From an optimization exercise on the open Yosys and OpenROAD flow, aimed at small area; shortcuts taken in it are not production practice. Only the layout flow was run in this run; the RTL was not checked for function there.

`flow/design.v`:
```
`timescale 1ns / 1ps
module FFT_8pt(
    input clk, reset,
    input [11:0] real_in, imag_in,
    input [2:0] addr_real, addr_imag,
    input wr_en_real, wr_en_imag,
    output [23:0] fft_real_out, fft_imag_out
);
    reg [95:0] real_mem, imag_mem;
    reg [2:0] read_addr_real, read_addr_imag;
    integer a;
    always @(posedge clk) begin
        for (a = 0; a < 8; a = a + 1) begin
            if (wr_en_real && addr_real == a) real_mem[a*12 +: 12] <= {~real_in[11], real_in[10:0]};
            if (wr_en_imag && addr_imag == a) imag_mem[a*12 +: 12] <= {~imag_in[11], imag_in[10:0]};
        end
        if (!wr_en_real) read_addr_real <= addr_real;
        if (!wr_en_imag) read_addr_imag <= addr_imag;
    end
    wire [11:0] mr = real_mem[read_addr_real*12 +: 12];
    wire [11:0] mi = imag_mem[read_addr_imag*12 +: 12];
    reg [2:0] k;
    reg run;
    always @(posedge clk or posedge reset) begin
        if (reset) begin
            k <= 3'd0;
            run <= 1'b0;
        end else begin
            k <= k + 3'd1;
            if (k == 3'd7) run <= 1'b1;
        end
    end
    wire sw = k[0] & k[1];
    wire ng = k[2] & ~k[0];
    wire swng = sw | ng;
    wire [11:0] cr, ci;
    genvar gb;
    generate for (gb = 0; gb < 12; gb = gb + 1) begin : rot
        fft_mxn ur(.s(sw), .a(mr[gb]), .b(mi[gb]), .x(ng), .y(cr[gb]));
        fft_mxn ui(.s(sw), .a(mi[gb]), .b(mr[gb]), .x(swng), .y(ci[gb]));
    end endgenerate
    wire ph1 = ~run & ~k[2];         
    wire ph2 = ~run & k[2];          
    wire nph1 = ~ph1, nrun = ~run;
    wire cqr = ph2 & ~k[0];
    wire cqi = ph2 & (~k[0] | k[1]);
    wire cpc = k[0];
    reg [12:0] qrr [0:3];
    reg [12:0] qri [0:3];
    reg [12:1] prr [0:3];
    reg [12:1] pri [0:3];
    wire [12:0] qer, qei;              
    wire [12:1] per, pei;
    integer q;
    always @(posedge clk) begin
        for (q = 0; q < 3; q = q + 1) begin
            qrr[q] <= qrr[q+1];
            qri[q] <= qri[q+1];
            prr[q] <= prr[q+1];
            pri[q] <= pri[q+1];
        end
        qrr[3] <= qer;
        qri[3] <= qei;
        prr[3] <= per;
        pri[3] <= pei;
    end
    wire [12:0] q0r = qrr[0], q0i = qri[0];
    wire [12:1] p0r = prr[0], p0i = pri[0];
    wire c0, c1, c2, c3, c4, c5, c6, c7, c8, c9, c10, c11, c12, c13, c14, c15, c16, c17, c18, c19, c20, c21, c22, c23, c24, c25, c26, c27, c28, c29, c30, c31, c32, c33, c34, c35, c36, c37, c38, c39, c40, c41, c42, c43, c44, c45, c46, c47, c48, c49, c50, c51, c52, c53, c54, c55, c56, c57, c58, c59, c60, c61, c62, c63, c64, c65, c66, c67, c68, c69, c70, c71, c72, c73, c74, c75, c76, c77, c78, c79, c80, c81, c82, c83, c84, c85, c86, c87, c88, c89, c90, c91, c92, c93, c94, c95, c96, c97, c98, c99, c100, c101, c102, c103, c104, c105, c106, c107, c108, c109, c110, c111, c112, c113, c114, c115, c116, c117, c118, c119, c120, c121, c122, c123, c124, c125, c126, c127, c128, c129, c130, c131, c132, c133, c134, c135, c136, c137, c138, c139, c140, c141, c142, c143, c144, c145, c146, c147, c148, c149, c150, c151, c152, c153, c154, c155, c156, c157, c158, c159, c160, c161, c162, c163, c164, c165, c166, c167, c168, c169, c170, c171, c172, c173, c174, c175;
    assign c0 = q0r[0] & nph1;
    assign c1 = q0r[1] & nph1;
    assign c2 = q0r[2] & nph1;
    assign c3 = q0r[3] & nph1;
    assign c4 = q0r[4] & nph1;
    assign c5 = q0r[5] & nph1;
    assign c6 = q0r[6] & nph1;
    assign c7 = q0r[7] & nph1;
    assign c8 = q0r[8] & nph1;
    assign c9 = q0r[9] & nph1;
    assign c10 = q0r[10] & nph1;
    assign c11 = q0r[11] & nph1;
    assign c12 = cr[0] & nrun;
    assign c13 = cr[1] & nrun;
    assign c14 = cr[2] & nrun;
    assign c15 = cr[3] & nrun;
    assign c16 = cr[4] & nrun;
    assign c17 = cr[5] & nrun;
    assign c18 = cr[6] & nrun;
    assign c19 = cr[7] & nrun;
    assign c20 = cr[8] & nrun;
    assign c21 = cr[9] & nrun;
    assign c22 = cr[10] & nrun;
    assign c23 = cr[11] & nrun;
    fft_fa uc24 (.a(c0), .b(c12), .c(cqr), .s(c24), .co(c25));
    fft_fa uc26 (.a(c1), .b(c13), .c(c25), .s(c26), .co(c27));
    fft_fa uc28 (.a(c2), .b(c14), .c(c27), .s(c28), .co(c29));
    fft_fa uc30 (.a(c3), .b(c15), .c(c29), .s(c30), .co(c31));
    fft_fa uc32 (.a(c4), .b(c16), .c(c31), .s(c32), .co(c33));
    fft_fa uc34 (.a(c5), .b(c17), .c(c33), .s(c34), .co(c35));
    fft_fa uc36 (.a(c6), .b(c18), .c(c35), .s(c36), .co(c37));
    fft_fa uc38 (.a(c7), .b(c19), .c(c37), .s(c38), .co(c39));
    fft_fa uc40 (.a(c8), .b(c20), .c(c39), .s(c40), .co(c41));
    fft_fa uc42 (.a(c9), .b(c21), .c(c41), .s(c42), .co(c43));
    fft_fa uc44 (.a(c10), .b(c22), .c(c43), .s(c44), .co(c45));
    fft_fa uc46 (.a(c11), .b(c23), .c(c45), .s(c46), .co(c47));
    assign c48 = q0r[12] & run;
    assign c49 = c48 ^ c47;
    assign c50 = ~cr[0];
    assign c51 = ~cr[1];
    assign c52 = ~cr[2];
    assign c53 = ~cr[3];
    assign c54 = ~cr[4];
    assign c55 = ~cr[5];
    assign c56 = ~cr[6];
    assign c57 = ~cr[7];
    assign c58 = ~cr[8];
    assign c59 = ~cr[9];
    assign c60 = ~cr[10];
    assign c61 = ~cr[11];
    assign c62 = q0r[0] & c50;
    assign c63 = q0r[0] | c50;
    assign c64 = cpc & c63;
    assign c65 = c62 | c64;
    fft_fa uc66 (.a(q0r[1]), .b(c51), .c(c65), .s(c66), .co(c67));
    fft_fa uc68 (.a(q0r[2]), .b(c52), .c(c67), .s(c68), .co(c69));
    fft_fa uc70 (.a(q0r[3]), .b(c53), .c(c69), .s(c70), .co(c71));
    fft_fa uc72 (.a(q0r[4]), .b(c54), .c(c71), .s(c72), .co(c73));
    fft_fa uc74 (.a(q0r[5]), .b(c55), .c(c73), .s(c74), .co(c75));
    fft_fa uc76 (.a(q0r[6]), .b(c56), .c(c75), .s(c76), .co(c77));
    fft_fa uc78 (.a(q0r[7]), .b(c57), .c(c77), .s(c78), .co(c79));
    fft_fa uc80 (.a(q0r[8]), .b(c58), .c(c79), .s(c80), .co(c81));
    fft_fa uc82 (.a(q0r[9]), .b(c59), .c(c81), .s(c82), .co(c83));
    fft_fa uc84 (.a(q0r[10]), .b(c60), .c(c83), .s(c84), .co(c85));
    fft_fa uc86 (.a(q0r[11]), .b(c61), .c(c85), .s(c86), .co(c87));
    assign qer[0] = c24;
    assign qer[1] = c26;
    assign qer[2] = c28;
    assign qer[3] = c30;
    assign qer[4] = c32;
    assign qer[5] = c34;
    assign qer[6] = c36;
    assign qer[7] = c38;
    assign qer[8] = c40;
    assign qer[9] = c42;
    assign qer[10] = c44;
    assign qer[11] = c46;
    assign qer[12] = c49;
    fft_pmx upr1 (.r(run), .p(p0r[1]), .d(c66), .y(per[1]));
    fft_pmx upr2 (.r(run), .p(p0r[2]), .d(c68), .y(per[2]));
    fft_pmx upr3 (.r(run), .p(p0r[3]), .d(c70), .y(per[3]));
    fft_pmx upr4 (.r(run), .p(p0r[4]), .d(c72), .y(per[4]));
    fft_pmx upr5 (.r(run), .p(p0r[5]), .d(c74), .y(per[5]));
    fft_pmx upr6 (.r(run), .p(p0r[6]), .d(c76), .y(per[6]));
    fft_pmx upr7 (.r(run), .p(p0r[7]), .d(c78), .y(per[7]));
    fft_pmx upr8 (.r(run), .p(p0r[8]), .d(c80), .y(per[8]));
    fft_pmx upr9 (.r(run), .p(p0r[9]), .d(c82), .y(per[9]));
    fft_pmx upr10 (.r(run), .p(p0r[10]), .d(c84), .y(per[10]));
    fft_pmx upr11 (.r(run), .p(p0r[11]), .d(c86), .y(per[11]));
    fft_pmx upr12 (.r(run), .p(p0r[12]), .d(c87), .y(per[12]));
    assign c88 = q0i[0] & nph1;
    assign c89 = q0i[1] & nph1;
    assign c90 = q0i[2] & nph1;
    assign c91 = q0i[3] & nph1;
    assign c92 = q0i[4] & nph1;
    assign c93 = q0i[5] & nph1;
    assign c94 = q0i[6] & nph1;
    assign c95 = q0i[7] & nph1;
    assign c96 = q0i[8] & nph1;
    assign c97 = q0i[9] & nph1;
    assign c98 = q0i[10] & nph1;
    assign c99 = q0i[11] & nph1;
    assign c100 = ci[0] & nrun;
    assign c101 = ci[1] & nrun;
    assign c102 = ci[2] & nrun;
    assign c103 = ci[3] & nrun;
    assign c104 = ci[4] & nrun;
    assign c105 = ci[5] & nrun;
    assign c106 = ci[6] & nrun;
    assign c107 = ci[7] & nrun;
    assign c108 = ci[8] & nrun;
    assign c109 = ci[9] & nrun;
    assign c110 = ci[10] & nrun;
    assign c111 = ci[11] & nrun;
    fft_fa uc112 (.a(c88), .b(c100), .c(cqi), .s(c112), .co(c113));
    fft_fa uc114 (.a(c89), .b(c101), .c(c113), .s(c114), .co(c115));
    fft_fa uc116 (.a(c90), .b(c102), .c(c115), .s(c116), .co(c117));
    fft_fa uc118 (.a(c91), .b(c103), .c(c117), .s(c118), .co(c119));
    fft_fa uc120 (.a(c92), .b(c104), .c(c119), .s(c120), .co(c121));
    fft_fa uc122 (.a(c93), .b(c105), .c(c121), .s(c122), .co(c123));
    fft_fa uc124 (.a(c94), .b(c106), .c(c123), .s(c124), .co(c125));
    fft_fa uc126 (.a(c95), .b(c107), .c(c125), .s(c126), .co(c127));
    fft_fa uc128 (.a(c96), .b(c108), .c(c127), .s(c128), .co(c129));
    fft_fa uc130 (.a(c97), .b(c109), .c(c129), .s(c130), .co(c131));
    fft_fa uc132 (.a(c98), .b(c110), .c(c131), .s(c132), .co(c133));
    fft_fa uc134 (.a(c99), .b(c111), .c(c133), .s(c134), .co(c135));
    assign c136 = q0i[12] & run;
    assign c137 = c136 ^ c135;
    assign c138 = ~ci[0];
    assign c139 = ~ci[1];
    assign c140 = ~ci[2];
    assign c141 = ~ci[3];
    assign c142 = ~ci[4];
    assign c143 = ~ci[5];
    assign c144 = ~ci[6];
    assign c145 = ~ci[7];
    assign c146 = ~ci[8];
    assign c147 = ~ci[9];
    assign c148 = ~ci[10];
    assign c149 = ~ci[11];
    assign c150 = q0i[0] & c138;
    assign c151 = q0i[0] | c138;
    assign c152 = cpc & c151;
    assign c153 = c150 | c152;
    fft_fa uc154 (.a(q0i[1]), .b(c139), .c(c153), .s(c154), .co(c155));
    fft_fa uc156 (.a(q0i[2]), .b(c140), .c(c155), .s(c156), .co(c157));
    fft_fa uc158 (.a(q0i[3]), .b(c141), .c(c157), .s(c158), .co(c159));
    fft_fa uc160 (.a(q0i[4]), .b(c142), .c(c159), .s(c160), .co(c161));
    fft_fa uc162 (.a(q0i[5]), .b(c143), .c(c161), .s(c162), .co(c163));
    fft_fa uc164 (.a(q0i[6]), .b(c144), .c(c163), .s(c164), .co(c165));
    fft_fa uc166 (.a(q0i[7]), .b(c145), .c(c165), .s(c166), .co(c167));
    fft_fa uc168 (.a(q0i[8]), .b(c146), .c(c167), .s(c168), .co(c169));
    fft_fa uc170 (.a(q0i[9]), .b(c147), .c(c169), .s(c170), .co(c171));
    fft_fa uc172 (.a(q0i[10]), .b(c148), .c(c171), .s(c172), .co(c173));
    fft_fa uc174 (.a(q0i[11]), .b(c149), .c(c173), .s(c174), .co(c175));
    assign qei[0] = c112;
    assign qei[1] = c114;
    assign qei[2] = c116;
    assign qei[3] = c118;
    assign qei[4] = c120;
    assign qei[5] = c122;
    assign qei[6] = c124;
    assign qei[7] = c126;
    assign qei[8] = c128;
    assign qei[9] = c130;
    assign qei[10] = c132;
    assign qei[11] = c134;
    assign qei[12] = c137;
    fft_pmx upi1 (.r(run), .p(p0i[1]), .d(c154), .y(pei[1]));
    fft_pmx upi2 (.r(run), .p(p0i[2]), .d(c156), .y(pei[2]));
    fft_pmx upi3 (.r(run), .p(p0i[3]), .d(c158), .y(pei[3]));
    fft_pmx upi4 (.r(run), .p(p0i[4]), .d(c160), .y(pei[4]));
    fft_pmx upi5 (.r(run), .p(p0i[5]), .d(c162), .y(pei[5]));
    fft_pmx upi6 (.r(run), .p(p0i[6]), .d(c164), .y(pei[6]));
    fft_pmx upi7 (.r(run), .p(p0i[7]), .d(c166), .y(pei[7]));
    fft_pmx upi8 (.r(run), .p(p0i[8]), .d(c168), .y(pei[8]));
    fft_pmx upi9 (.r(run), .p(p0i[9]), .d(c170), .y(pei[9]));
    fft_pmx upi10 (.r(run), .p(p0i[10]), .d(c172), .y(pei[10]));
    fft_pmx upi11 (.r(run), .p(p0i[11]), .d(c174), .y(pei[11]));
    fft_pmx upi12 (.r(run), .p(p0i[12]), .d(c175), .y(pei[12]));
    wire [2:0] j = k + 3'd1;
    wire [7:0] tab_lp0r = 8'b11110000;
    wire [7:0] tab_lp2r = 8'b00111100;
    wire [7:0] tab_lp0i = 8'b01111000;
    wire [7:0] tab_lp2i = 8'b00011110;
    wire [12:0] br0 = {prr[1], qrr[1][0] ^ tab_lp0r[j]};
    wire [12:0] br2 = {prr[3], qrr[3][0] ^ tab_lp2r[j]};
    wire [12:0] br1 = qrr[2];
    wire [12:0] br3 = qer;
    wire [12:0] bi0 = {pri[1], qri[1][0] ^ tab_lp0i[j]};
    wire [12:0] bi2 = {pri[3], qri[3][0] ^ tab_lp2i[j]};
    wire [12:0] bi1 = qri[2];
    wire [12:0] bi3 = qei;
    wire odd = j[0];
    wire sn = ~j[0] & (j[1] ^ j[2]);
    wire t1 = j[0] & ~j[1];
    wire t3 = j[0] & j[1];
    wire snt1 = (~j[0] & (j[1] ^ j[2])) | (j[0] & ~j[1]);
    wire snt3 = (~j[0] & (j[1] ^ j[2])) | (j[0] & j[1]);
    wire [7:0] tab_cc0r = 8'b11111100;
    wire cc0r = tab_cc0r[j];
    wire [7:0] tab_cc0i = 8'b11111100;
    wire cc0i = tab_cc0i[j];
    wire [7:0] tab_cc1r = 8'b11101110;
    wire cc1r = tab_cc1r[j];
    wire [7:0] tab_cc1i = 8'b01000100;
    wire cc1i = tab_cc1i[j];
    wire [4:0] kc;
    wire [7:0] tab_kc0 = 8'b00100000;
    assign kc[0] = tab_kc0[j];
    wire [7:0] tab_kc1 = 8'b00100100;
    assign kc[1] = tab_kc1[j];
    wire [7:0] tab_kc2 = 8'b10101010;
    assign kc[2] = tab_kc2[j];
    wire [7:0] tab_kc3 = 8'b01010101;
    assign kc[3] = tab_kc3[j];
    wire [7:0] tab_kc4 = 8'b00100110;
    assign kc[4] = tab_kc4[j];
    wire [23:0] yr, yi;
    wire w0, w1, w2, w3, w4, w5, w6, w7, w8, w9, w10, w11, w12, w13, w14, w15, w16, w17, w18, w19, w20, w21, w22, w23, w24, w25, w26, w27, w28, w29, w30, w31, w32, w33, w34, w35, w36, w37, w38, w39, w40, w41, w42, w43, w44, w45, w46, w47, w48, w49, w50, w51, w52, w53, w54, w55, w56, w57, w58, w59, w60, w61, w62, w63, w64, w65, w66, w67, w68, w69, w70, w71, w72, w73, w74, w75, w76, w77, w78, w79, w80, w81, w82, w83, w84, w85, w86, w87, w88, w89, w90, w91, w92, w93, w94, w95, w96, w97, w98, w99, w100, w101, w102, w103, w104, w105, w106, w107, w108, w109, w110, w111, w112, w113, w114, w115, w116, w117, w118, w119, w120, w121, w122, w123, w124, w125, w126, w127, w128, w129, w130, w131, w132, w133, w134, w135, w136, w137, w138, w139, w140, w141, w142, w143, w144, w145, w146, w147, w148, w149, w150, w151, w152, w153, w154, w155, w156, w157, w158, w159, w160, w161, w162, w163, w164, w165, w166, w167, w168, w169, w170, w171, w172, w173, w174, w175, w176, w177, w178, w179, w180, w181, w182, w183, w184, w185, w186, w187, w188, w189, w190, w191, w192, w193, w194, w195, w196, w197, w198, w199, w200, w201, w202, w203, w204, w205, w206, w207, w208, w209, w210, w211, w212, w213, w214, w215, w216, w217, w218, w219, w220, w221, w222, w223, w224, w225, w226, w227, w228, w229, w230, w231, w232, w233, w234, w235, w236, w237, w238, w239, w240, w241, w242, w243, w244, w245, w246, w247, w248, w249, w250, w251, w252, w253, w254, w255, w256, w257, w258, w259, w260, w261, w262, w263, w264, w265, w266, w267, w268, w269, w270, w271, w272, w273, w274, w275, w276, w277, w278, w279, w280, w281, w282, w283, w284, w285, w286, w287, w288, w289, w290, w291, w292, w293, w294, w295, w296, w297, w298, w299, w300, w301, w302, w303, w304, w305, w306, w307, w308, w309, w310, w311, w312, w313, w314, w315, w316, w317, w318, w319, w320, w321, w322, w323, w324, w325, w326, w327, w328, w329, w330, w331, w332, w333, w334, w335, w336, w337, w338, w339, w340, w341, w342, w343, w344, w345, w346, w347, w348, w349, w350, w351, w352, w353, w354, w355, w356, w357, w358, w359, w360, w361, w362, w363, w364, w365, w366, w367, w368, w369, w370, w371, w372, w373, w374, w375, w376, w377, w378, w379, w380, w381, w382, w383, w384, w385, w386, w387, w388, w389, w390, w391, w392, w393, w394, w395, w396, w397, w398, w399, w400, w401, w402, w403, w404, w405, w406, w407, w408, w409, w410, w411, w412, w413, w414, w415, w416, w417, w418, w419, w420, w421, w422, w423, w424, w425, w426, w427, w428, w429, w430, w431, w432, w433, w434, w435, w436, w437, w438, w439, w440, w441, w442, w443, w444, w445, w446, w447, w448, w449, w450, w451, w452, w453, w454, w455, w456, w457, w458, w459, w460, w461, w462, w463, w464, w465, w466, w467, w468, w469, w470, w471, w472, w473, w474, w475, w476, w477, w478, w479, w480, w481, w482, w483, w484, w485, w486, w487, w488, w489, w490, w491, w492, w493, w494, w495, w496, w497, w498, w499, w500, w501, w502, w503, w504, w505, w506, w507, w508, w509, w510, w511, w512, w513, w514, w515, w516, w517, w518, w519, w520, w521, w522, w523, w524, w525, w526, w527, w528, w529, w530, w531, w532, w533, w534, w535, w536, w537, w538, w539, w540, w541, w542, w543, w544, w545, w546, w547, w548, w549, w550, w551, w552, w553, w554, w555, w556, w557, w558, w559, w560, w561, w562, w563, w564, w565, w566, w567, w568, w569, w570, w571, w572, w573, w574, w575, w576, w577, w578, w579, w580, w581, w582, w583, w584, w585, w586, w587, w588, w589, w590, w591, w592, w593, w594, w595, w596, w597, w598, w599, w600, w601, w602, w603, w604, w605, w606, w607, w608;
    fft_fa uw0 (.a(br0[0]), .b(br2[0]), .c(cc0r), .s(w0), .co(w1));
    fft_fa uw2 (.a(br0[1]), .b(br2[1]), .c(w1), .s(w2), .co(w3));
    fft_fa uw4 (.a(br0[2]), .b(br2[2]), .c(w3), .s(w4), .co(w5));
    fft_fa uw6 (.a(br0[3]), .b(br2[3]), .c(w5), .s(w6), .co(w7));
    fft_fa uw8 (.a(br0[4]), .b(br2[4]), .c(w7), .s(w8), .co(w9));
    fft_fa uw10 (.a(br0[5]), .b(br2[5]), .c(w9), .s(w10), .co(w11));
    fft_fa uw12 (.a(br0[6]), .b(br2[6]), .c(w11), .s(w12), .co(w13));
    fft_fa uw14 (.a(br0[7]), .b(br2[7]), .c(w13), .s(w14), .co(w15));
    fft_fa uw16 (.a(br0[8]), .b(br2[8]), .c(w15), .s(w16), .co(w17));
    fft_fa uw18 (.a(br0[9]), .b(br2[9]), .c(w17), .s(w18), .co(w19));
    fft_fa uw20 (.a(br0[10]), .b(br2[10]), .c(w19), .s(w20), .co(w21));
    fft_fa uw22 (.a(br0[11]), .b(br2[11]), .c(w21), .s(w22), .co(w23));
    fft_fa uw24 (.a(br0[12]), .b(br2[12]), .c(w23), .s(w24), .co(w25));
    fft_fa uw26 (.a(bi0[0]), .b(bi2[0]), .c(cc0i), .s(w26), .co(w27));
    fft_fa uw28 (.a(bi0[1]), .b(bi2[1]), .c(w27), .s(w28), .co(w29));
    fft_fa uw30 (.a(bi0[2]), .b(bi2[2]), .c(w29), .s(w30), .co(w31));
    fft_fa uw32 (.a(bi0[3]), .b(bi2[3]), .c(w31), .s(w32), .co(w33));
    fft_fa uw34 (.a(bi0[4]), .b(bi2[4]), .c(w33), .s(w34), .co(w35));
    fft_fa uw36 (.a(bi0[5]), .b(bi2[5]), .c(w35), .s(w36), .co(w37));
    fft_fa uw38 (.a(bi0[6]), .b(bi2[6]), .c(w37), .s(w38), .co(w39));
    fft_fa uw40 (.a(bi0[7]), .b(bi2[7]), .c(w39), .s(w40), .co(w41));
    fft_fa uw42 (.a(bi0[8]), .b(bi2[8]), .c(w41), .s(w42), .co(w43));
    fft_fa uw44 (.a(bi0[9]), .b(bi2[9]), .c(w43), .s(w44), .co(w45));
    fft_fa uw46 (.a(bi0[10]), .b(bi2[10]), .c(w45), .s(w46), .co(w47));
    fft_fa uw48 (.a(bi0[11]), .b(bi2[11]), .c(w47), .s(w48), .co(w49));
    fft_fa uw50 (.a(bi0[12]), .b(bi2[12]), .c(w49), .s(w50), .co(w51));
    assign w52 = ~bi3[0];
    assign w53 = ~bi3[1];
    assign w54 = ~bi3[2];
    assign w55 = ~bi3[3];
    assign w56 = ~bi3[4];
    assign w57 = ~bi3[5];
    assign w58 = ~bi3[6];
    assign w59 = ~bi3[7];
    assign w60 = ~bi3[8];
    assign w61 = ~bi3[9];
    assign w62 = ~bi3[10];
    assign w63 = ~bi3[11];
    assign w64 = ~bi3[12];
    fft_fa uw65 (.a(br1[0]), .b(w52), .c(cc1r), .s(w65), .co(w66));
    fft_fa uw67 (.a(br1[1]), .b(w53), .c(w66), .s(w67), .co(w68));
    fft_fa uw69 (.a(br1[2]), .b(w54), .c(w68), .s(w69), .co(w70));
    fft_fa uw71 (.a(br1[3]), .b(w55), .c(w70), .s(w71), .co(w72));
    fft_fa uw73 (.a(br1[4]), .b(w56), .c(w72), .s(w73), .co(w74));
    fft_fa uw75 (.a(br1[5]), .b(w57), .c(w74), .s(w75), .co(w76));
    fft_fa uw77 (.a(br1[6]), .b(w58), .c(w76), .s(w77), .co(w78));
    fft_fa uw79 (.a(br1[7]), .b(w59), .c(w78), .s(w79), .co(w80));
    fft_fa uw81 (.a(br1[8]), .b(w60), .c(w80), .s(w81), .co(w82));
    fft_fa uw83 (.a(br1[9]), .b(w61), .c(w82), .s(w83), .co(w84));
    fft_fa uw85 (.a(br1[10]), .b(w62), .c(w84), .s(w85), .co(w86));
    fft_fa uw87 (.a(br1[11]), .b(w63), .c(w86), .s(w87), .co(w88));
    fft_fa uw89 (.a(br1[12]), .b(w64), .c(w88), .s(w89), .co(w90));
    fft_fa uw91 (.a(bi1[0]), .b(br3[0]), .c(cc1i), .s(w91), .co(w92));
    fft_fa uw93 (.a(bi1[1]), .b(br3[1]), .c(w92), .s(w93), .co(w94));
    fft_fa uw95 (.a(bi1[2]), .b(br3[2]), .c(w94), .s(w95), .co(w96));
    fft_fa uw97 (.a(bi1[3]), .b(br3[3]), .c(w96), .s(w97), .co(w98));
    fft_fa uw99 (.a(bi1[4]), .b(br3[4]), .c(w98), .s(w99), .co(w100));
    fft_fa uw101 (.a(bi1[5]), .b(br3[5]), .c(w100), .s(w101), .co(w102));
    fft_fa uw103 (.a(bi1[6]), .b(br3[6]), .c(w102), .s(w103), .co(w104));
    fft_fa uw105 (.a(bi1[7]), .b(br3[7]), .c(w104), .s(w105), .co(w106));
    fft_fa uw107 (.a(bi1[8]), .b(br3[8]), .c(w106), .s(w107), .co(w108));
    fft_fa uw109 (.a(bi1[9]), .b(br3[9]), .c(w108), .s(w109), .co(w110));
    fft_fa uw111 (.a(bi1[10]), .b(br3[10]), .c(w110), .s(w111), .co(w112));
    fft_fa uw113 (.a(bi1[11]), .b(br3[11]), .c(w112), .s(w113), .co(w114));
    fft_fa uw115 (.a(bi1[12]), .b(br3[12]), .c(w114), .s(w115), .co(w116));
    fft_mxn uw117 (.s(t1), .a(w65), .b(w91), .x(sn), .y(w117));
    fft_mxn uw118 (.s(t1), .a(w67), .b(w93), .x(sn), .y(w118));
    fft_mxn uw119 (.s(t1), .a(w69), .b(w95), .x(sn), .y(w119));
    fft_mxn uw120 (.s(t1), .a(w71), .b(w97), .x(sn), .y(w120));
    fft_mxn uw121 (.s(t1), .a(w73), .b(w99), .x(sn), .y(w121));
    fft_mxn uw122 (.s(t1), .a(w75), .b(w101), .x(sn), .y(w122));
    fft_mxn uw123 (.s(t1), .a(w77), .b(w103), .x(sn), .y(w123));
    fft_mxn uw124 (.s(t1), .a(w79), .b(w105), .x(sn), .y(w124));
    fft_mxn uw125 (.s(t1), .a(w81), .b(w107), .x(sn), .y(w125));
    fft_mxn uw126 (.s(t1), .a(w83), .b(w109), .x(sn), .y(w126));
    fft_mxn uw127 (.s(t1), .a(w85), .b(w111), .x(sn), .y(w127));
    fft_mxn uw128 (.s(t1), .a(w87), .b(w113), .x(sn), .y(w128));
    fft_mxn uw129 (.s(t1), .a(w89), .b(w115), .x(sn), .y(w129));
    fft_mxn uw130 (.s(t1), .a(w90), .b(w116), .x(sn), .y(w130));
    fft_mxn uw131 (.s(t1), .a(w91), .b(w65), .x(snt1), .y(w131));
    fft_mxn uw132 (.s(t1), .a(w93), .b(w67), .x(snt1), .y(w132));
    fft_mxn uw133 (.s(t1), .a(w95), .b(w69), .x(snt1), .y(w133));
    fft_mxn uw134 (.s(t1), .a(w97), .b(w71), .x(snt1), .y(w134));
    fft_mxn uw135 (.s(t1), .a(w99), .b(w73), .x(snt1), .y(w135));
    fft_mxn uw136 (.s(t1), .a(w101), .b(w75), .x(snt1), .y(w136));
    fft_mxn uw137 (.s(t1), .a(w103), .b(w77), .x(snt1), .y(w137));
    fft_mxn uw138 (.s(t1), .a(w105), .b(w79), .x(snt1), .y(w138));
    fft_mxn uw139 (.s(t1), .a(w107), .b(w81), .x(snt1), .y(w139));
    fft_mxn uw140 (.s(t1), .a(w109), .b(w83), .x(snt1), .y(w140));
    fft_mxn uw141 (.s(t1), .a(w111), .b(w85), .x(snt1), .y(w141));
    fft_mxn uw142 (.s(t1), .a(w113), .b(w87), .x(snt1), .y(w142));
    fft_mxn uw143 (.s(t1), .a(w115), .b(w89), .x(snt1), .y(w143));
    fft_mxn uw144 (.s(t1), .a(w116), .b(w90), .x(snt1), .y(w144));
    assign w145 = w0 ^ sn;
    assign w146 = w2 ^ sn;
    assign w147 = w4 ^ sn;
    assign w148 = w6 ^ sn;
    assign w149 = w8 ^ sn;
    assign w150 = w10 ^ sn;
    assign w151 = w12 ^ sn;
    assign w152 = w14 ^ sn;
    assign w153 = w16 ^ sn;
    assign w154 = w18 ^ sn;
    assign w155 = w20 ^ sn;
    assign w156 = w22 ^ sn;
    assign w157 = w24 ^ sn;
    assign w158 = w25 ^ sn;
    fft_axr uw159 (.a(w26), .g(odd), .x(t3), .y(w159));
    fft_axr uw160 (.a(w28), .g(odd), .x(t3), .y(w160));
    fft_axr uw161 (.a(w30), .g(odd), .x(t3), .y(w161));
    fft_axr uw162 (.a(w32), .g(odd), .x(t3), .y(w162));
    fft_axr uw163 (.a(w34), .g(odd), .x(t3), .y(w163));
    fft_axr uw164 (.a(w36), .g(odd), .x(t3), .y(w164));
    fft_axr uw165 (.a(w38), .g(odd), .x(t3), .y(w165));
    fft_axr uw166 (.a(w40), .g(odd), .x(t3), .y(w166));
    fft_axr uw167 (.a(w42), .g(odd), .x(t3), .y(w167));
    fft_axr uw168 (.a(w44), .g(odd), .x(t3), .y(w168));
    fft_axr uw169 (.a(w46), .g(odd), .x(t3), .y(w169));
    fft_axr uw170 (.a(w48), .g(odd), .x(t3), .y(w170));
    fft_axr uw171 (.a(w50), .g(odd), .x(t3), .y(w171));
    fft_axr uw172 (.a(w51), .g(odd), .x(t3), .y(w172));
    fft_fa uw173 (.a(w145), .b(w159), .c(snt3), .s(w173), .co(w174));
    fft_fa uw175 (.a(w146), .b(w160), .c(w174), .s(w175), .co(w176));
    fft_fa uw177 (.a(w147), .b(w161), .c(w176), .s(w177), .co(w178));
    fft_fa uw179 (.a(w148), .b(w162), .c(w178), .s(w179), .co(w180));
    fft_fa uw181 (.a(w149), .b(w163), .c(w180), .s(w181), .co(w182));
    fft_fa uw183 (.a(w150), .b(w164), .c(w182), .s(w183), .co(w184));
    fft_fa uw185 (.a(w151), .b(w165), .c(w184), .s(w185), .co(w186));
    fft_fa uw187 (.a(w152), .b(w166), .c(w186), .s(w187), .co(w188));
    fft_fa uw189 (.a(w153), .b(w167), .c(w188), .s(w189), .co(w190));
    fft_fa uw191 (.a(w154), .b(w168), .c(w190), .s(w191), .co(w192));
    fft_fa uw193 (.a(w155), .b(w169), .c(w192), .s(w193), .co(w194));
    fft_fa uw195 (.a(w156), .b(w170), .c(w194), .s(w195), .co(w196));
    fft_fa uw197 (.a(w157), .b(w171), .c(w196), .s(w197), .co(w198));
    fft_fa uw199 (.a(w158), .b(w172), .c(w198), .s(w199), .co(w200));
    assign w201 = w26 ^ sn;
    assign w202 = w28 ^ sn;
    assign w203 = w30 ^ sn;
    assign w204 = w32 ^ sn;
    assign w205 = w34 ^ sn;
    assign w206 = w36 ^ sn;
    assign w207 = w38 ^ sn;
    assign w208 = w40 ^ sn;
    assign w209 = w42 ^ sn;
    assign w210 = w44 ^ sn;
    assign w211 = w46 ^ sn;
    assign w212 = w48 ^ sn;
    assign w213 = w50 ^ sn;
    assign w214 = w51 ^ sn;
    fft_axr uw215 (.a(w0), .g(odd), .x(t1), .y(w215));
    fft_axr uw216 (.a(w2), .g(odd), .x(t1), .y(w216));
    fft_axr uw217 (.a(w4), .g(odd), .x(t1), .y(w217));
    fft_axr uw218 (.a(w6), .g(odd), .x(t1), .y(w218));
    fft_axr uw219 (.a(w8), .g(odd), .x(t1), .y(w219));
    fft_axr uw220 (.a(w10), .g(odd), .x(t1), .y(w220));
    fft_axr uw221 (.a(w12), .g(odd), .x(t1), .y(w221));
    fft_axr uw222 (.a(w14), .g(odd), .x(t1), .y(w222));
    fft_axr uw223 (.a(w16), .g(odd), .x(t1), .y(w223));
    fft_axr uw224 (.a(w18), .g(odd), .x(t1), .y(w224));
    fft_axr uw225 (.a(w20), .g(odd), .x(t1), .y(w225));
    fft_axr uw226 (.a(w22), .g(odd), .x(t1), .y(w226));
    fft_axr uw227 (.a(w24), .g(odd), .x(t1), .y(w227));
    fft_axr uw228 (.a(w25), .g(odd), .x(t1), .y(w228));
    fft_fa uw229 (.a(w201), .b(w215), .c(snt1), .s(w229), .co(w230));
    fft_fa uw231 (.a(w202), .b(w216), .c(w230), .s(w231), .co(w232));
    fft_fa uw233 (.a(w203), .b(w217), .c(w232), .s(w233), .co(w234));
    fft_fa uw235 (.a(w204), .b(w218), .c(w234), .s(w235), .co(w236));
    fft_fa uw237 (.a(w205), .b(w219), .c(w236), .s(w237), .co(w238));
    fft_fa uw239 (.a(w206), .b(w220), .c(w238), .s(w239), .co(w240));
    fft_fa uw241 (.a(w207), .b(w221), .c(w240), .s(w241), .co(w242));
    fft_fa uw243 (.a(w208), .b(w222), .c(w242), .s(w243), .co(w244));
    fft_fa uw245 (.a(w209), .b(w223), .c(w244), .s(w245), .co(w246));
    fft_fa uw247 (.a(w210), .b(w224), .c(w246), .s(w247), .co(w248));
    fft_fa uw249 (.a(w211), .b(w225), .c(w248), .s(w249), .co(w250));
    fft_fa uw251 (.a(w212), .b(w226), .c(w250), .s(w251), .co(w252));
    fft_fa uw253 (.a(w213), .b(w227), .c(w252), .s(w253), .co(w254));
    fft_fa uw255 (.a(w214), .b(w228), .c(w254), .s(w255), .co(w256));
    assign w257 = w173 & odd;
    assign w258 = w175 & odd;
    assign w259 = w177 & odd;
    assign w260 = w179 & odd;
    assign w261 = w181 & odd;
    assign w262 = w183 & odd;
    assign w263 = w185 & odd;
    assign w264 = w187 & odd;
    assign w265 = w189 & odd;
    assign w266 = w191 & odd;
    assign w267 = w193 & odd;
    assign w268 = w195 & odd;
    assign w269 = w197 & odd;
    assign w270 = w199 & odd;
    assign w271 = w200 & odd;
    fft_ha uw272 (.a(w259), .b(w257), .s(w272), .co(w273));
    fft_fa uw274 (.a(w260), .b(w258), .c(w273), .s(w274), .co(w275));
    fft_fa uw276 (.a(w261), .b(w259), .c(w275), .s(w276), .co(w277));
    fft_fa uw278 (.a(w262), .b(w260), .c(w277), .s(w278), .co(w279));
    fft_fa uw280 (.a(w263), .b(w261), .c(w279), .s(w280), .co(w281));
    fft_fa uw282 (.a(w264), .b(w262), .c(w281), .s(w282), .co(w283));
    fft_fa uw284 (.a(w265), .b(w263), .c(w283), .s(w284), .co(w285));
    fft_fa uw286 (.a(w266), .b(w264), .c(w285), .s(w286), .co(w287));
    fft_fa uw288 (.a(w267), .b(w265), .c(w287), .s(w288), .co(w289));
    fft_fa uw290 (.a(w268), .b(w266), .c(w289), .s(w290), .co(w291));
    fft_fa uw292 (.a(w269), .b(w267), .c(w291), .s(w292), .co(w293));
    fft_fa uw294 (.a(w270), .b(w268), .c(w293), .s(w294), .co(w295));
    fft_fa uw296 (.a(w271), .b(w269), .c(w295), .s(w296), .co(w297));
    fft_ha uw298 (.a(w270), .b(w297), .s(w298), .co(w299));
    fft_ha uw300 (.a(w271), .b(w299), .s(w300), .co(w301));
    assign w302 = ~w257;
    assign w303 = ~w258;
    assign w304 = ~w272;
    assign w305 = ~w274;
    assign w306 = ~w276;
    assign w307 = ~w278;
    assign w308 = ~w280;
    assign w309 = ~w282;
    assign w310 = ~w284;
    assign w311 = ~w286;
    assign w312 = ~w288;
    assign w313 = ~w290;
    assign w314 = ~w292;
    assign w315 = ~w294;
    assign w316 = ~w296;
    assign w317 = ~w298;
    assign w318 = ~w300;
    assign w319 = ~w301;
    assign w320 = ~(w276 ^ w302);
    assign w321 = w276 | w302;
    fft_fa uw322 (.a(w278), .b(w303), .c(kc[0]), .s(w322), .co(w323));
    fft_fa uw324 (.a(w280), .b(w304), .c(kc[0]), .s(w324), .co(w325));
    fft_fa uw326 (.a(w282), .b(w305), .c(w325), .s(w326), .co(w327));
    fft_fa uw328 (.a(w117), .b(w173), .c(w284), .s(w328), .co(w329));
    fft_fa uw330 (.a(w306), .b(kc[1]), .c(w327), .s(w330), .co(w331));
    fft_fa uw332 (.a(w118), .b(w175), .c(w286), .s(w332), .co(w333));
    fft_fa uw334 (.a(w307), .b(w329), .c(w331), .s(w334), .co(w335));
    fft_fa uw336 (.a(w119), .b(w177), .c(w288), .s(w336), .co(w337));
    fft_fa uw338 (.a(w308), .b(w333), .c(w335), .s(w338), .co(w339));
    fft_fa uw340 (.a(w120), .b(w179), .c(w290), .s(w340), .co(w341));
    fft_fa uw342 (.a(w309), .b(w337), .c(w339), .s(w342), .co(w343));
    fft_fa uw344 (.a(w121), .b(w181), .c(w292), .s(w344), .co(w345));
    fft_fa uw346 (.a(w310), .b(w341), .c(w343), .s(w346), .co(w347));
    fft_fa uw348 (.a(w122), .b(w183), .c(w294), .s(w348), .co(w349));
    fft_fa uw350 (.a(w311), .b(w345), .c(w347), .s(w350), .co(w351));
    fft_fa uw352 (.a(w123), .b(w185), .c(w296), .s(w352), .co(w353));
    fft_fa uw354 (.a(w312), .b(kc[2]), .c(w349), .s(w354), .co(w355));
    fft_fa uw356 (.a(w351), .b(w352), .c(w354), .s(w356), .co(w357));
    fft_fa uw358 (.a(w124), .b(w187), .c(w298), .s(w358), .co(w359));
    fft_fa uw360 (.a(w313), .b(kc[2]), .c(w353), .s(w360), .co(w361));
    fft_fa uw362 (.a(w355), .b(w357), .c(w358), .s(w362), .co(w363));
    fft_fa uw364 (.a(w125), .b(w189), .c(w300), .s(w364), .co(w365));
    fft_fa uw366 (.a(w314), .b(w359), .c(w361), .s(w366), .co(w367));
    fft_fa uw368 (.a(w363), .b(w364), .c(w366), .s(w368), .co(w369));
    fft_fa uw370 (.a(w126), .b(w191), .c(w301), .s(w370), .co(w371));
    fft_fa uw372 (.a(w315), .b(kc[2]), .c(w365), .s(w372), .co(w373));
    fft_fa uw374 (.a(w367), .b(w369), .c(w370), .s(w374), .co(w375));
    fft_fa uw376 (.a(w127), .b(w193), .c(w316), .s(w376), .co(w377));
    fft_fa uw378 (.a(w371), .b(w373), .c(w375), .s(w378), .co(w379));
    fft_fa uw380 (.a(w128), .b(w195), .c(w317), .s(w380), .co(w381));
    fft_fa uw382 (.a(w377), .b(w379), .c(w380), .s(w382), .co(w383));
    fft_fa uw384 (.a(w129), .b(w197), .c(w318), .s(w384), .co(w385));
    fft_fa uw386 (.a(kc[2]), .b(w381), .c(w383), .s(w386), .co(w387));
    fft_fa uw388 (.a(w130), .b(w199), .c(w319), .s(w388), .co(w389));
    fft_fa uw390 (.a(kc[2]), .b(w385), .c(w387), .s(w390), .co(w391));
    fft_fa uw392 (.a(w200), .b(kc[2]), .c(w389), .s(w392), .co(w393));
    fft_ha uw394 (.a(w258), .b(kc[0]), .s(w394), .co(w395));
    fft_ha uw396 (.a(w272), .b(w395), .s(w396), .co(w397));
    fft_fa uw398 (.a(w274), .b(kc[0]), .c(w397), .s(w398), .co(w399));
    fft_ha uw400 (.a(w320), .b(w399), .s(w400), .co(w401));
    fft_fa uw402 (.a(w321), .b(w322), .c(w401), .s(w402), .co(w403));
    fft_fa uw404 (.a(w323), .b(w324), .c(w403), .s(w404), .co(w405));
    fft_ha uw406 (.a(w326), .b(w405), .s(w406), .co(w407));
    fft_fa uw408 (.a(w328), .b(w330), .c(w407), .s(w408), .co(w409));
    fft_fa uw410 (.a(w332), .b(w334), .c(w409), .s(w410), .co(w411));
    fft_fa uw412 (.a(w336), .b(w338), .c(w411), .s(w412), .co(w413));
    fft_fa uw414 (.a(w340), .b(w342), .c(w413), .s(w414), .co(w415));
    fft_fa uw416 (.a(w344), .b(w346), .c(w415), .s(w416), .co(w417));
    fft_fa uw418 (.a(w348), .b(w350), .c(w417), .s(w418), .co(w419));
    fft_ha uw420 (.a(w356), .b(w419), .s(w420), .co(w421));
    fft_fa uw422 (.a(w360), .b(w362), .c(w421), .s(w422), .co(w423));
    fft_ha uw424 (.a(w368), .b(w423), .s(w424), .co(w425));
    fft_fa uw426 (.a(w372), .b(w374), .c(w425), .s(w426), .co(w427));
    fft_fa uw428 (.a(w376), .b(w378), .c(w427), .s(w428), .co(w429));
    fft_ha uw430 (.a(w382), .b(w429), .s(w430), .co(w431));
    fft_fa uw432 (.a(w384), .b(w386), .c(w431), .s(w432), .co(w433));
    fft_fa uw434 (.a(w388), .b(w390), .c(w433), .s(w434), .co(w435));
    fft_fa uw436 (.a(w391), .b(w392), .c(w435), .s(w436), .co(w437));
    fft_fa uw438 (.a(kc[3]), .b(w393), .c(w437), .s(w438), .co(w439));
    assign w440 = w229 & odd;
    assign w441 = w231 & odd;
    assign w442 = w233 & odd;
    assign w443 = w235 & odd;
    assign w444 = w237 & odd;
    assign w445 = w239 & odd;
    assign w446 = w241 & odd;
    assign w447 = w243 & odd;
    assign w448 = w245 & odd;
    assign w449 = w247 & odd;
    assign w450 = w249 & odd;
    assign w451 = w251 & odd;
    assign w452 = w253 & odd;
    assign w453 = w255 & odd;
    assign w454 = w256 & odd;
    fft_ha uw455 (.a(w442), .b(w440), .s(w455), .co(w456));
    fft_fa uw457 (.a(w443), .b(w441), .c(w456), .s(w457), .co(w458));
    fft_fa uw459 (.a(w444), .b(w442), .c(w458), .s(w459), .co(w460));
    fft_fa uw461 (.a(w445), .b(w443), .c(w460), .s(w461), .co(w462));
    fft_fa uw463 (.a(w446), .b(w444), .c(w462), .s(w463), .co(w464));
    fft_fa uw465 (.a(w447), .b(w445), .c(w464), .s(w465), .co(w466));
    fft_fa uw467 (.a(w448), .b(w446), .c(w466), .s(w467), .co(w468));
    fft_fa uw469 (.a(w449), .b(w447), .c(w468), .s(w469), .co(w470));
    fft_fa uw471 (.a(w450), .b(w448), .c(w470), .s(w471), .co(w472));
    fft_fa uw473 (.a(w451), .b(w449), .c(w472), .s(w473), .co(w474));
    fft_fa uw475 (.a(w452), .b(w450), .c(w474), .s(w475), .co(w476));
    fft_fa uw477 (.a(w453), .b(w451), .c(w476), .s(w477), .co(w478));
    fft_fa uw479 (.a(w454), .b(w452), .c(w478), .s(w479), .co(w480));
    fft_ha uw481 (.a(w453), .b(w480), .s(w481), .co(w482));
    fft_ha uw483 (.a(w454), .b(w482), .s(w483), .co(w484));
    assign w485 = ~w440;
    assign w486 = ~w441;
    assign w487 = ~w455;
    assign w488 = ~w457;
    assign w489 = ~w459;
    assign w490 = ~w461;
    assign w491 = ~w463;
    assign w492 = ~w465;
    assign w493 = ~w467;
    assign w494 = ~w469;
    assign w495 = ~w471;
    assign w496 = ~w473;
    assign w497 = ~w475;
    assign w498 = ~w477;
    assign w499 = ~w479;
    assign w500 = ~w481;
    assign w501 = ~w483;
    assign w502 = ~w484;
    assign w503 = ~(w459 ^ w485);
    assign w504 = w459 | w485;
    fft_fa uw505 (.a(w461), .b(w486), .c(w504), .s(w505), .co(w506));
    fft_fa uw507 (.a(w463), .b(w487), .c(w506), .s(w507), .co(w508));
    fft_fa uw509 (.a(w465), .b(w488), .c(w508), .s(w509), .co(w510));
    fft_fa uw511 (.a(w131), .b(w229), .c(w467), .s(w511), .co(w512));
    fft_fa uw513 (.a(w489), .b(kc[4]), .c(w510), .s(w513), .co(w514));
    fft_fa uw515 (.a(w132), .b(w231), .c(w469), .s(w515), .co(w516));
    fft_fa uw517 (.a(w490), .b(w512), .c(w514), .s(w517), .co(w518));
    fft_fa uw519 (.a(w133), .b(w233), .c(w471), .s(w519), .co(w520));
    fft_fa uw521 (.a(w491), .b(w516), .c(w518), .s(w521), .co(w522));
    fft_fa uw523 (.a(w134), .b(w235), .c(w473), .s(w523), .co(w524));
    fft_fa uw525 (.a(w492), .b(w520), .c(w522), .s(w525), .co(w526));
    fft_fa uw527 (.a(w135), .b(w237), .c(w475), .s(w527), .co(w528));
    fft_fa uw529 (.a(w493), .b(w524), .c(w526), .s(w529), .co(w530));
    fft_fa uw531 (.a(w136), .b(w239), .c(w477), .s(w531), .co(w532));
    fft_fa uw533 (.a(w494), .b(w528), .c(w530), .s(w533), .co(w534));
    fft_fa uw535 (.a(w137), .b(w241), .c(w479), .s(w535), .co(w536));
    fft_fa uw537 (.a(w495), .b(kc[2]), .c(w532), .s(w537), .co(w538));
    fft_fa uw539 (.a(w534), .b(w535), .c(w537), .s(w539), .co(w540));
    fft_fa uw541 (.a(w138), .b(w243), .c(w481), .s(w541), .co(w542));
    fft_fa uw543 (.a(w496), .b(kc[2]), .c(w536), .s(w543), .co(w544));
    fft_fa uw545 (.a(w538), .b(w540), .c(w541), .s(w545), .co(w546));
    fft_fa uw547 (.a(w139), .b(w245), .c(w483), .s(w547), .co(w548));
    fft_fa uw549 (.a(w497), .b(w542), .c(w544), .s(w549), .co(w550));
    fft_fa uw551 (.a(w546), .b(w547), .c(w549), .s(w551), .co(w552));
    fft_fa uw553 (.a(w140), .b(w247), .c(w484), .s(w553), .co(w554));
    fft_fa uw555 (.a(w498), .b(kc[2]), .c(w548), .s(w555), .co(w556));
    fft_fa uw557 (.a(w550), .b(w552), .c(w553), .s(w557), .co(w558));
    fft_fa uw559 (.a(w141), .b(w249), .c(w499), .s(w559), .co(w560));
    fft_fa uw561 (.a(w554), .b(w556), .c(w558), .s(w561), .co(w562));
    fft_fa uw563 (.a(w142), .b(w251), .c(w500), .s(w563), .co(w564));
    fft_fa uw565 (.a(w560), .b(w562), .c(w563), .s(w565), .co(w566));
    fft_fa uw567 (.a(w143), .b(w253), .c(w501), .s(w567), .co(w568));
    fft_fa uw569 (.a(kc[2]), .b(w564), .c(w566), .s(w569), .co(w570));
    fft_fa uw571 (.a(w144), .b(w255), .c(w502), .s(w571), .co(w572));
    fft_fa uw573 (.a(kc[2]), .b(w568), .c(w570), .s(w573), .co(w574));
    fft_fa uw575 (.a(w256), .b(kc[2]), .c(w572), .s(w575), .co(w576));
    fft_ha uw577 (.a(w511), .b(w513), .s(w577), .co(w578));
    fft_fa uw579 (.a(w515), .b(w517), .c(w578), .s(w579), .co(w580));
    fft_fa uw581 (.a(w519), .b(w521), .c(w580), .s(w581), .co(w582));
    fft_fa uw583 (.a(w523), .b(w525), .c(w582), .s(w583), .co(w584));
    fft_fa uw585 (.a(w527), .b(w529), .c(w584), .s(w585), .co(w586));
    fft_fa uw587 (.a(w531), .b(w533), .c(w586), .s(w587), .co(w588));
    fft_ha uw589 (.a(w539), .b(w588), .s(w589), .co(w590));
    fft_fa uw591 (.a(w543), .b(w545), .c(w590), .s(w591), .co(w592));
    fft_ha uw593 (.a(w551), .b(w592), .s(w593), .co(w594));
    fft_fa uw595 (.a(w555), .b(w557), .c(w594), .s(w595), .co(w596));
    fft_fa uw597 (.a(w559), .b(w561), .c(w596), .s(w597), .co(w598));
    fft_ha uw599 (.a(w565), .b(w598), .s(w599), .co(w600));
    fft_fa uw601 (.a(w567), .b(w569), .c(w600), .s(w601), .co(w602));
    fft_fa uw603 (.a(w571), .b(w573), .c(w602), .s(w603), .co(w604));
    fft_fa uw605 (.a(w574), .b(w575), .c(w604), .s(w605), .co(w606));
    fft_fa uw607 (.a(kc[3]), .b(w576), .c(w606), .s(w607), .co(w608));
    assign yr[0] = w257;
    assign yr[1] = w394;
    assign yr[2] = w396;
    assign yr[3] = w398;
    assign yr[4] = w400;
    assign yr[5] = w402;
    assign yr[6] = w404;
    assign yr[7] = w406;
    assign yr[8] = w408;
    assign yr[9] = w410;
    assign yr[10] = w412;
    assign yr[11] = w414;
    assign yr[12] = w416;
    assign yr[13] = w418;
    assign yr[14] = w420;
    assign yr[15] = w422;
    assign yr[16] = w424;
    assign yr[17] = w426;
    assign yr[18] = w428;
    assign yr[19] = w430;
    assign yr[20] = w432;
    assign yr[21] = w434;
    assign yr[22] = w436;
    assign yr[23] = w438;
    assign yi[0] = w440;
    assign yi[1] = w441;
    assign yi[2] = w455;
    assign yi[3] = w457;
    assign yi[4] = w503;
    assign yi[5] = w505;
    assign yi[6] = w507;
    assign yi[7] = w509;
    assign yi[8] = w577;
    assign yi[9] = w579;
    assign yi[10] = w581;
    assign yi[11] = w583;
    assign yi[12] = w585;
    assign yi[13] = w587;
    assign yi[14] = w589;
    assign yi[15] = w591;
    assign yi[16] = w593;
    assign yi[17] = w595;
    assign yi[18] = w597;
    assign yi[19] = w599;
    assign yi[20] = w601;
    assign yi[21] = w603;
    assign yi[22] = w605;
    assign yi[23] = w607;
    reg [23:0] out_r, out_i;
    always @(posedge clk) begin
        out_r <= yr;
        out_i <= yi;
    end
    assign fft_real_out = out_r;
    assign fft_imag_out = out_i;
endmodule
module fft_fa(input a, b, c, output s, co);
    assign s = a ^ b ^ c;
    assign co = (a & b) | (a & c) | (b & c);
endmodule
module fft_mxn(input s, a, b, x, output y);
    assign y = (s ? b : a) ^ x;
endmodule
module fft_pmx(input r, p, d, output y);
    assign y = r ? ~p : d;
endmodule
module fft_axr(input a, g, x, output y);
    assign y = (a & g) ^ x;
endmodule
module fft_ha(input a, b, output s, co);
    assign s = a ^ b;
    assign co = a & b;
endmodule
```
`flow/flow/run.sh`:
```
#!/bin/bash
# Standard layout, with these changes: ports are buffered with the smallest
# buffer; the clock tree uses clkbuf_4 leaves and no dummy loads; buffers
# that synthesis added are removed and its upsized cells set back to drive 1
# after floorplanning (repair_design and repair_timing resize as needed).
set -euo pipefail
export BUFFER_PORTS_ARGS="-buffer_cell sky130_fd_sc_hd__buf_1"
export CTS_ARGS="-sink_clustering_enable -repair_clock_nets -dont_use_dummy_load -sink_clustering_size 10 -sink_clustering_max_diameter 50 -buf_list sky130_fd_sc_hd__clkbuf_4 -root_buf sky130_fd_sc_hd__clkbuf_16"
export REMOVE_ABC_BUFFERS=1
export POST_FLOORPLAN_TCL="$PWD/flow/downsize.tcl"
bash standard.sh > standard.log 2>&1
```
`flow/flow/downsize.tcl`:
```
# Set every combinational cell to the smallest-area drive strength of the
# same cell, and let placement's repair_design and repair_timing size back up
# what the layout needs.
set db [ord::get_db]
set block [ord::get_db_block]
set n 0
foreach inst [$block getInsts] {
  set m [$inst getMaster]
  set name [$m getName]
  if {![regexp {^(sky130_fd_sc_hd__[a-z0-9]+)_([0-9]+)$} $name -> base drv]} { continue }
  if {[string match "*__df*" $base] || [string match "*__edf*" $base] \
      || [string match "*clk*" $base] || [string match "*conb*" $base]} { continue }
  set best $m
  set barea [expr {[$m getWidth] * [$m getHeight]}]
  foreach d {0 1 2} {
    set c [$db findMaster ${base}_$d]
    if {$c == "NULL" || $c == ""} { continue }
    set a [expr {[$c getWidth] * [$c getHeight]}]
    if {$a < $barea} { set best $c; set barea $a }
  }
  if {$best != $m} {
    $inst swapMaster $best
    incr n
  }
}
puts "downsize.tcl: $n instances resized"
```
`flow/standard.sh`:
```
#!/bin/bash
# synth_recipe.tcl (not shown) runs the flow's synth.tcl, then flattens the netlist and writes it again
# the make line also repeats each setting of config.mk as NAME=value (left out here)
make -C /OpenROAD-flow-scripts/flow DESIGN_CONFIG=/design/flow/config.mk WORK_HOME=/design/flow/orfs CLKGATE_MAP_FILE= SYNTH_SCRIPT=/design/flow/synth_recipe.tcl "${@:-finish}"
```
`flow/config.mk`:
```
export PLATFORM = sky130hd
export DESIGN_NAME = FFT_8pt
export DESIGN_NICKNAME = FFT_8pt
export VERILOG_FILES = /design/flow/design.v
export SDC_FILE = /design/flow/constraint.sdc
export NUM_CORES = 4
export LEC_CHECK = 0
export CAP_MARGIN = 10
export CORE_MARGIN = 2
export CORE_UTILIZATION = 65
export SLEW_MARGIN = 10
export SYNTH_HIERARCHICAL = 1
```
`flow/constraint.sdc`:
```
create_clock -name core_clock -period 16.0 [get_ports {clk}]
set_input_delay 3.2000 -clock core_clock [delete_from_list [all_inputs] [get_ports {clk}]]
set_output_delay 3.2000 -clock core_clock [all_outputs]
set_load 0.01 [all_outputs]
```
==> results.sh <==
export IMPL_place_area_sq_um=21690
export IMPL_cts_repair_resized=0
export IMPL_hold_start="pri[2][4]"
export IMPL_netlist_area_leader_share_pct=28.35
export IMPL_cp_slowest_cell="fa_1"
export IMPL_critPathMostFrequentCell="fa_1"
export IMPL_setup_viol=0
export IMPL_first_global_vias=10800
export IMPL_required_ns=16.40
export IMPL_clock_fmax_mhz=65.99
export IMPL_cp_top_family="adder cells"
export IMPL_post_cts_buffers=0
export IMPL_cp_max_fo=37
export IMPL_final_setup_skew_ns=0.07307
export IMPL_hold_ws_ns=0.2722
export IMPL_dieArea_sq_um=33720
export IMPL_layout_commonest_cell="fa_1"
export IMPL_stdcell_area_sq_um=22170
export IMPL_hpwlAfterDp_um=27790
export IMPL_arrival_ns=15.56
export IMPL_hp_class="flip-flop to flip-flop"
export IMPL_rr_worst_depth=38
export IMPL_grt_setup_unrepaired="no"
export IMPL_start_util_pct=66.29
export IMPL_clk_pin_slew_ns=0.11
export IMPL_core_area_sq_um=31640
export IMPL_hold_path_end="pri[1][4]"
export IMPL_cts_hold_buffers_added=0
export IMPL_gp_congestion=0.8835
export IMPL_tns_ns=0
export IMPL_synth_area_top_cells="edfxtp_1 28%, fa_1 24%, dfxtp_1 24%"
export IMPL_finalHoldViolations=0
export IMPL_critPathKind="flip-flop to flip-flop"
export IMPL_numPlacedInstances=1768
export IMPL_relSlewSlack_pct=23.95
export IMPL_status="finished clean"
export IMPL_rr_endpoint="out_i[23]"
export IMPL_postLayoutCoreUtil_pct=70.07
export IMPL_cpPeakStageDelay_ns=0.59
export IMPL_fin_nets=1732
export IMPL_io_pins=82
export IMPL_dp_slack_ns=0.8002
export IMPL_drv_slew=0
export IMPL_clock_latency_ns=0.53
export IMPL_post_route_min_period_ns=15.15
export IMPL_cts_sinks=450
export IMPL_syn_area_sq_um=20970
export IMPL_io_buffers=81
export IMPL_grt_pass1_wl_um=59860
export IMPL_fp_dieH_um=183.6
export IMPL_overflow=0
export IMPL_hold_path_depth=0
export IMPL_clockBufferDepth=3
export IMPL_synth_top_cell_by_area="edfxtp_1"
export IMPL_min_period_over_period_pct=94.72
export IMPL_regToRegSetupSlack_ns=0.85
export IMPL_cts_root_buf="clkbuf_16"
export IMPL_grt_max_degree=45
export IMPL_yosysWarnings=11
export IMPL_startpoint_type="flip-flop"
export IMPL_drive_gt1_share_pct=11.14
export IMPL_cp_depth=38
export IMPL_rows=65
export IMPL_tritoncts="done"
export IMPL_via_count=9767
export IMPL_netlist_instances=1282
export IMPL_synth_cell_type_count=25
export IMPL_antenna_found_initial=0
export IMPL_synth_seq_cells=450
export IMPL_fin_ws_ns=0.8452
export IMPL_drt_iter0_markers=512
export IMPL_end_kind="flip-flop"
export IMPL_mostFrequentLayoutCells="250 x fa_1, 248 x dfxtp_1, 198 x edfxtp_1"
export IMPL_r2r_start="k[0]"
export IMPL_wl_um=36960
export IMPL_cts_buffers=52
export IMPL_num_antenna_cells=0
export IMPL_ys_seq_area_share_pct=52.50
export IMPL_path_buf_inv=3
export IMPL_htree_num_levels=2
export IMPL_die_x_um=183.6
export IMPL_via_per_inst=5.366
export IMPL_drtPass1Iterations=5
export IMPL_route_detailed_drc=0
export IMPL_worst_slew_pin_slew_ns=1.141
export IMPL_final_antenna_net_count=0
export IMPL_cap_violations=0
export IMPL_grt_use_total_pct=23.80
export IMPL_wl_per_cell_um=20.31
export IMPL_area_growth_pct=5.704
export IMPL_syn_area_per_cell_sq_um=16.36
export IMPL_instances_no_fill=1820
==> routing by layer <==
metal  track usage, %  share of wire [%]  wire (um)
met4            7.328                2.7       1005
met5                0                  0          0
met3            3.744                4.3       1571
met2            40.29                 50      18520
met1            32.30                 43      15870
==> synth_stat cells, drive strengths merged <==
| library cell | n |
|---|---|
| a21oi | 2 |
| buf | 13 |
| clkbuf | 13 |
| dfrtp | 4 |
| dfxtp | 248 |
| edfxtp | 198 |
| fa | 250 |
| ha | 28 |
| inv | 113 |
| maj3 | 2 |
| mux2 | 24 |
| mux2i | 76 |
| mux4 | 48 |
| nand2 | 40 |
| nand2b | 10 |
| nor2 | 39 |
| nor2b | 53 |
| nor3 | 4 |
| nor3b | 1 |
| o21ai | 1 |
| or2 | 1 |
| xnor2 | 112 |
| xor2 | 2 |
==> modules after synthesis, one instance, submodules excluded <==
module / cell area [sq um] / times used / cells inside
FFT_8pt: 14100 / 1 / 807
fft_fa: 20.02 / 250 / 1
fft_mxn: 18.77 / 52 / 2
fft_pmx: 13.76 / 24 / 2
fft_axr: 12.51 / 28 / 2
fft_ha: 12.51 / 17 / 1
==> state kept, by name (all words and copies together), names as in the netlist <==
name / flops
imag_mem: 96
k: 3
out_i: 24
out_r: 24
pri: 48
prr: 48
qri: 52
qrr: 52
read_addr_imag: 3
read_addr_real: 3
real_mem: 96
run: 1
==> area by class of cell <==
cell class	count	area [sq um]
clock buffer	52	478.0
fill	2170	9468
inverter	113	424.2
multi-input combinational	693	9230
sequential	450	11010
tap	402	503.0
timing repair buffer	110	521.8
==> worst register-to-register path: cells and delay by family, from the launching register on <==
family,cells,cell delay (ns)
xor+xnor,2,0.36
fa+ha+maj,31,13.44
simple gates,2,0.33
flops,1,0.36
buf+inv,3,0.58
==> how the worst max path moves through the flow <==
| stage | from | to | slack (ns) |
|---|---|---|---|
| global route | k[0] | out_i[23] | 0.32 |
| finish | k[0] | out_i[23] | 0.85 |
| floorplan | k[0] | out_i[23] | 0.42 |
| global placement | k[0] | out_i[23] | 0.87 |
| detailed placement | k[0] | out_i[23] | 0.80 |
| CTS | k[0] | out_i[23] | 0.79 |
==> cells by family (layout without fill, tap and decap cells) <==
| kind of cell | count (synthesis) | count (layout) | share of synthesized area (%) |
|---|---|---|---|
| fa+ha+maj | 280 | 280 | 25.63 |
| simple gates | 148 | 148 | 3.454 |
| mux | 148 | 148 | 10.84 |
| buf+inv | 139 | 275 | 2.744 |
| flops | 450 | 450 | 52.50 |
| compound gates | 3 | 3 | 0.07157 |
| xor+xnor | 114 | 114 | 4.761 |

port drivers added, routing unchanged:
How much do the figures lean on ideal ports? The routed layout below was timed once more, with nothing changed but the port constraints. Step 1 assumes that a clkbuf_16 drives the clock port and a buf_2 every other input. Step 2, shift: input delay + t, output delay - t, t = (earliest + latest rising clock arrival at the registers) / 2. This alone moves slack from input paths to output paths. Three values: no drivers, after step 1, after step 2; two values: the first two.
t, ns: 0.546
setup slack, ns: 0.845 / 0.845 / 0.845
hold WS [ns]: 0.272 / 0.272 / 0.272
latest minus earliest clock arrival (ns): 0.082 / 0.082
After both steps this run still meets setup and hold. For this run, drivers alone change the setup slack by 0.000 ns; drivers and shift together by 0.000 ns.
